This design comes from an exercise in tuning for small area and a short achievable clock period on the open sky130 flow, not from production work.
RTL that was checked went through simulation tests only; none was proved equivalent to the original.

Setup of delta:
## conv2d
module conv2d #(  parameter DATA_WIDTH = 8,  parameter KERNEL_WIDTH = 8,  parameter IMG_WIDTH = 32,  parameter OUT_WIDTH = 21) (
    input  wire                    CLK,
    input  wire                    RST,
    input  wire                    data_valid_in,
    input  wire [DATA_WIDTH-1:0]   data_in,
    input  wire                    load_kernel,
    input  wire [KERNEL_WIDTH-1:0] kernel,
    output wire [OUT_WIDTH-1:0]    data_out,
    output wire                    valid_out,
    output reg                     load_kernel_done);
export LEC_CHECK = 0
export CAP_MARGIN = 20
export CORE_MARGIN = 2
export CORE_UTILIZATION = 40
export SLEW_MARGIN = 20
create_clock -name core_clock -period 35.0 [get_ports {CLK}]
standard.sh (not shown) runs the stock make flow with config.mk's settings and CLKGATE_MAP_FILE= SYNTH_SCRIPT=/design/flow/synth_recipe.tcl, a recipe that flattens the netlist after the stock synthesis.
==> flow/flow/run.sh <==
#!/bin/bash
set -euo pipefail
W=$(pwd)
sed '1s/.*/proc synth {args} { yosys synth -nofsm -noshare -noabc {*}$args }/' \
    synth_recipe.tcl > own_synth.tcl
MARGIN=$(cat flow/margin.txt 2>/dev/null || echo 0)
bash standard.sh SYNTH_SCRIPT="$W/own_synth.tcl" SETUP_SLACK_MARGIN="$MARGIN" finish \
    > own_flow.log 2>&1
### delta -> epsilon
# delta
export LEC_CHECK = 0
export CAP_MARGIN = 20
export CORE_MARGIN = 2
export CORE_UTILIZATION = 40
export SLEW_MARGIN = 20
create_clock -name core_clock -period 35.0 [get_ports {CLK}]
# epsilon
export LEC_CHECK = 0
export CAP_MARGIN = 20
export CORE_MARGIN = 2
export CORE_UTILIZATION = 40
export CTS_BUF_LIST = sky130_fd_sc_hd__clkbuf_8
export SLEW_MARGIN = 20
create_clock -name core_clock -period 35.0 [get_ports {CLK}]
==> flow/flow/margin.txt (new file) <==
20.6
### Flow results
Taking delta as the reference, in epsilon number of ordinary and repair buffers in the finished layout higher; share of the clock period used by the worst path after layout lower; shortest period the worst path allows lower.
The sequential share of layout area on epsilon is in line with that on delta.
Comparing delta and epsilon, the higher data arrival time at the worst-slack endpoint was measured on delta.
When epsilon is set beside delta, its setup fix buffers added after clock tree synthesis turns out to be 1 larger.
Summary of epsilon over delta: area added between synthesis and finish moved down, total of max-cap violations level, worst setup slack moved up.
No run of this note included a check of the RTL's function; only the layout flow was run.

---

Setup of main:
Another version of the RTL of conv2d (not shown whole).
Size: about 3,900 cells after synthesis, about 1,300 flip-flops, roughly 0.073 sq mm of cells after synthesis.
==> flow/config.mk <==
export PLATFORM = sky130hd
export DESIGN_NAME = conv2d
export DESIGN_NICKNAME = conv2d
export VERILOG_FILES = /design/flow/design.v
export SDC_FILE = /design/flow/constraint.sdc
export NUM_CORES = 4
export LEC_CHECK = 0
export CAP_MARGIN = 20
export CORE_MARGIN = 2
export CORE_UTILIZATION = 40
export CTS_BUF_LIST = sky130_fd_sc_hd__clkbuf_8
export CTS_CLUSTER_DIAMETER = 60
export CTS_CLUSTER_SIZE = 20
export PLACE_DENSITY = 0.45
export SLEW_MARGIN = 20
==> flow/constraint.sdc <==
create_clock -name core_clock -period 35.0 [get_ports {CLK}]
set_input_delay 7.0000 -clock core_clock [delete_from_list [all_inputs] [get_ports {CLK}]]
set_output_delay 7.0000 -clock core_clock [all_outputs]
set_load 0.01 [all_outputs]
==> flow/flow/run.sh <==
#!/bin/bash
# Own layout flow: the standard ORFS flow (standard.sh), with these changes.
#  2. Repair steps aim for extra setup slack (SETUP_SLACK_MARGIN, from
#     flow/margin.txt), so that the resizer also works on paths that
#     already meet the 35 ns clock.  Gate cloning is off, so that each input
#     port keeps driving its one input buffer only.
#  3. Port buffers are inserted as buf_1; the resizer sizes them up where
#     timing needs it.
# Every tool's output goes to own_flow.log in this folder and to orfs/logs.
set -euo pipefail
W=$(pwd)
bash flow/mksynth.sh synth_recipe.tcl "$W/flow/abc.script" > own_synth.tcl
MARGIN=$(cat flow/margin.txt)
bash standard.sh SYNTH_SCRIPT="$W/own_synth.tcl" SETUP_SLACK_MARGIN="$MARGIN" \
    SKIP_GATE_CLONING=1 BUFFER_PORTS_ARGS="-buffer_cell sky130_fd_sc_hd__buf_1" finish \
    > own_flow.log 2>&1
==> flow/flow/abc.script <==
&get -n
&st
&nf
&put
==> flow/flow/margin.txt <==
20.7
==> flow/flow/mksynth.sh <==
#!/bin/bash
# usage: mksynth.sh synth_recipe.tcl ABC_SCRIPT > own_synth.tcl
# synth_recipe.tcl with -noabc added to every "synth" call and the final ABC
# mapping run with ABC_SCRIPT instead of ORFS's abc_speed/abc_area script.
sed '1s/.*/proc synth {args} { yosys synth -nofsm -noshare -noabc {*}$args }/' "$1" | {
  IFS= read -r first; printf '%s\n' "$first"
  cat <<EOT
proc abc {args} {
  set i [lsearch -exact \$args -script]
  if {\$i >= 0} { set args [lreplace \$args [expr {\$i + 1}] [expr {\$i + 1}] {$2}] }
  yosys abc {*}\$args
}
EOT
  cat; }
main finished every stage and its layout cleared the timing, design-rule and antenna checks.
Setup changes, main to the feature branch
Settings: CTS_CLUSTER_DIAMETER now 40, was 60; CELL_PAD_IN_SITES_DETAIL_PLACEMENT now 1, previously not set; CTS_BUF_LIST now sky130_fd_sc_hd__clkbuf_4, was sky130_fd_sc_hd__clkbuf_8; PLACE_DENSITY no longer set, was 0.45; CELL_PAD_IN_SITES_GLOBAL_PLACEMENT now 1, previously not set; CTS_CLUSTER_SIZE now 12, was 20.
Findings:
Diff the feature branch..main | synthesized netlist net count | unchanged. Wire: the feature branch routes more than main. Changes observed in the feature branch relative to main: non-clock buffer count saw an increase, end-of-flow core utilization saw an increase.

---

oak:
conv2d again, from the RTL that the note above started with.
export LEC_CHECK = 0
export CAP_MARGIN = 20
export CELL_PAD_IN_SITES_DETAIL_PLACEMENT = 1
export CELL_PAD_IN_SITES_GLOBAL_PLACEMENT = 1
export CORE_MARGIN = 2
export CORE_UTILIZATION = 40
export CTS_BUF_LIST = sky130_fd_sc_hd__clkbuf_8
export CTS_CLUSTER_DIAMETER = 60
export CTS_CLUSTER_SIZE = 20
export SLEW_MARGIN = 20
create_clock -name core_clock -period 35.0 [get_ports {CLK}]
Scripts as last shown in full above: flow/flow/run.sh, flow/flow/abc.script, flow/flow/margin.txt, flow/flow/mksynth.sh
Here is what was changed in the inputs of pine compared with oak.
# oak
export LEC_CHECK = 0
export CAP_MARGIN = 20
export CELL_PAD_IN_SITES_DETAIL_PLACEMENT = 1
export CELL_PAD_IN_SITES_GLOBAL_PLACEMENT = 1
export CORE_MARGIN = 2
export CORE_UTILIZATION = 40
export CTS_BUF_LIST = sky130_fd_sc_hd__clkbuf_8
export CTS_CLUSTER_DIAMETER = 60
export CTS_CLUSTER_SIZE = 20
export SLEW_MARGIN = 20
create_clock -name core_clock -period 35.0 [get_ports {CLK}]
# pine
export LEC_CHECK = 0
export CAP_MARGIN = 20
export CORE_MARGIN = 2
export CORE_UTILIZATION = 40
export CTS_BUF_LIST = sky130_fd_sc_hd__clkbuf_8
export CTS_CLUSTER_DIAMETER = 50
export CTS_CLUSTER_SIZE = 18
export SLEW_MARGIN = 20
create_clock -name core_clock -period 35.0 [get_ports {CLK}]
==> flow/flow/abc.script <==
&get -n
&st
&dch
&nf
&put
## What came out
- Comparing pine and oak, the lower final design utilization was measured on oak.
- Placed cell area, pine and oak, higher one = pine.
- Maximum frequency: oak vs pine, no meaningful difference
- pine finished all stages; the layout is clean.
- | post-synthesis to final-layout area growth | pine vs oak | 0.40 points higher |
- Looking at gate count after technology mapping, pine sits above oak.
- Relative to oak, number of placement rows increased by about 1.3% in pine.
For birch, these inputs were changed with respect to pine:
# pine
export LEC_CHECK = 0
export CAP_MARGIN = 20
export CORE_MARGIN = 2
export CORE_UTILIZATION = 40
export CTS_BUF_LIST = sky130_fd_sc_hd__clkbuf_8
export CTS_CLUSTER_DIAMETER = 50
export CTS_CLUSTER_SIZE = 18
export SLEW_MARGIN = 20
create_clock -name core_clock -period 35.0 [get_ports {CLK}]
# birch
export LEC_CHECK = 0
export CAP_MARGIN = 10
export CORE_MARGIN = 2
export CORE_UTILIZATION = 40
export CTS_BUF_LIST = sky130_fd_sc_hd__clkbuf_8
export CTS_CLUSTER_DIAMETER = 60
export CTS_CLUSTER_SIZE = 20
export PLACE_DENSITY = 0.45
export SLEW_MARGIN = 10
create_clock -name core_clock -period 35.0 [get_ports {CLK}]
==> flow/flow/abc.script <==
&get -n
&st
&nf
&put
==> comparison <==
In the metrics for birch and pine, the one carrying the lower adder-cell area share of the yosys netlist is pine. When birch is set beside pine, its number of cell rows turns out to be 2 smaller. Count of inverters other than clock inverters in the layout on birch is up relative to pine. In the reports for birch and pine, the smaller cell count belongs to birch. birch ended with less core utilization than pine. Between pine and birch, the ratio of final minimum period to clock period does not differ in any meaningful way.

---

Starting RTL as in the previous note.
export LEC_CHECK = 0
export CAP_MARGIN = 20
export CELL_PAD_IN_SITES_DETAIL_PLACEMENT = 1
export CELL_PAD_IN_SITES_GLOBAL_PLACEMENT = 1
export CORE_MARGIN = 2
export CORE_UTILIZATION = 40
export CTS_BUF_LIST = sky130_fd_sc_hd__clkbuf_16
export CTS_CLUSTER_DIAMETER = 80
export CTS_CLUSTER_SIZE = 30
export SLEW_MARGIN = 20
create_clock -name core_clock -period 35.0 [get_ports {CLK}]
==> flow/flow/abc.script <==
&get -n
&st
&nf
&put
Scripts as last shown in full above: flow/flow/run.sh, flow/flow/margin.txt, flow/flow/mksynth.sh
Then changed:
==> flow/flow/margin.txt (replaced) <==
21.0
- CELL_PAD_IN_SITES_DETAIL_PLACEMENT: 1 -> default
- CELL_PAD_IN_SITES_GLOBAL_PLACEMENT: 1 -> default
- CTS_BUF_LIST: sky130_fd_sc_hd__clkbuf_16 -> sky130_fd_sc_hd__clkbuf_8
- CTS_CLUSTER_DIAMETER: 80 -> 60
- CTS_CLUSTER_SIZE: 30 -> 20
- PLACE_DENSITY: default -> 0.45
What happened: The changed run passed the timing, design-rule and antenna checks; routed wire length grows by about 1.1%; via count grows by about 0.7%; global-route usage is about the same; die area does not change.

## static timing again, ports no longer ideal
No port has a modelled driver above. Below, the same layouts with a new extraction and two added sets of constraints. Step 1 (the two cells are an assumption about what drives the block):
set clk [get_ports {CLK}]
set_driving_cell -lib_cell sky130_fd_sc_hd__clkbuf_16 $clk
set_driving_cell -lib_cell sky130_fd_sc_hd__buf_2 [delete_from_list [all_inputs] $clk]
Step 2 moves the port delays by t, midway between the first and last clock arrival at a register: inputs arrive t later, outputs are due t later. That takes back most of the time a late clock gives input paths. a / b / c = no drivers / after step 1 / after step 2; a / b = the first two.
| run | shift t [ns] | setup WS [ns] | hold slack, ns | clock arrival spread, ns | cell pins on the clock port's net |
|---|---|---|---|---|---|
| delta | 0.879 | 19.588 / 19.542 / 19.542 | 0.398 / 0.398 / 0.398 | 0.041 / 0.041 | 1 |
| epsilon | 1.034 | 20.634 / 20.471 / 20.471 | 0.347 / 0.347 / 0.347 | 0.084 / 0.084 | 1 |
| main | 1.023 | 20.636 / 20.594 / 20.594 | 0.394 / 0.394 / 0.394 | 0.058 / 0.058 | 1 |
| the feature branch | 1.349 | 20.634 / 20.592 / 20.592 | 0.378 / 0.378 / 0.378 | 0.127 / 0.127 | 1 |
| oak | 0.997 | 20.633 / 20.591 / 20.591 | 0.396 / 0.396 / 0.396 | 0.067 / 0.066 | 1 |
| pine | 1.004 | 20.632 / 20.591 / 20.591 | 0.400 / 0.400 / 0.400 | 0.053 / 0.054 | 1 |
| birch | 1.022 | 20.636 / 20.594 / 20.594 | 0.394 / 0.394 / 0.394 | 0.058 / 0.058 | 1 |
| the first run of note 4 | 0.840 | 20.635 / 20.593 / 20.593 | 0.408 / 0.408 / 0.408 | 0.056 / 0.056 | 1 |
| the second run of note 4 | 0.998 | 20.640 / 20.600 / 20.600 | 0.368 / 0.368 / 0.368 | 0.096 / 0.096 | 1 |
After both steps every run listed still meets setup and hold. For epsilon, which loses most, drivers alone change the setup slack by -0.163 ns; drivers and shift together by -0.163 ns.
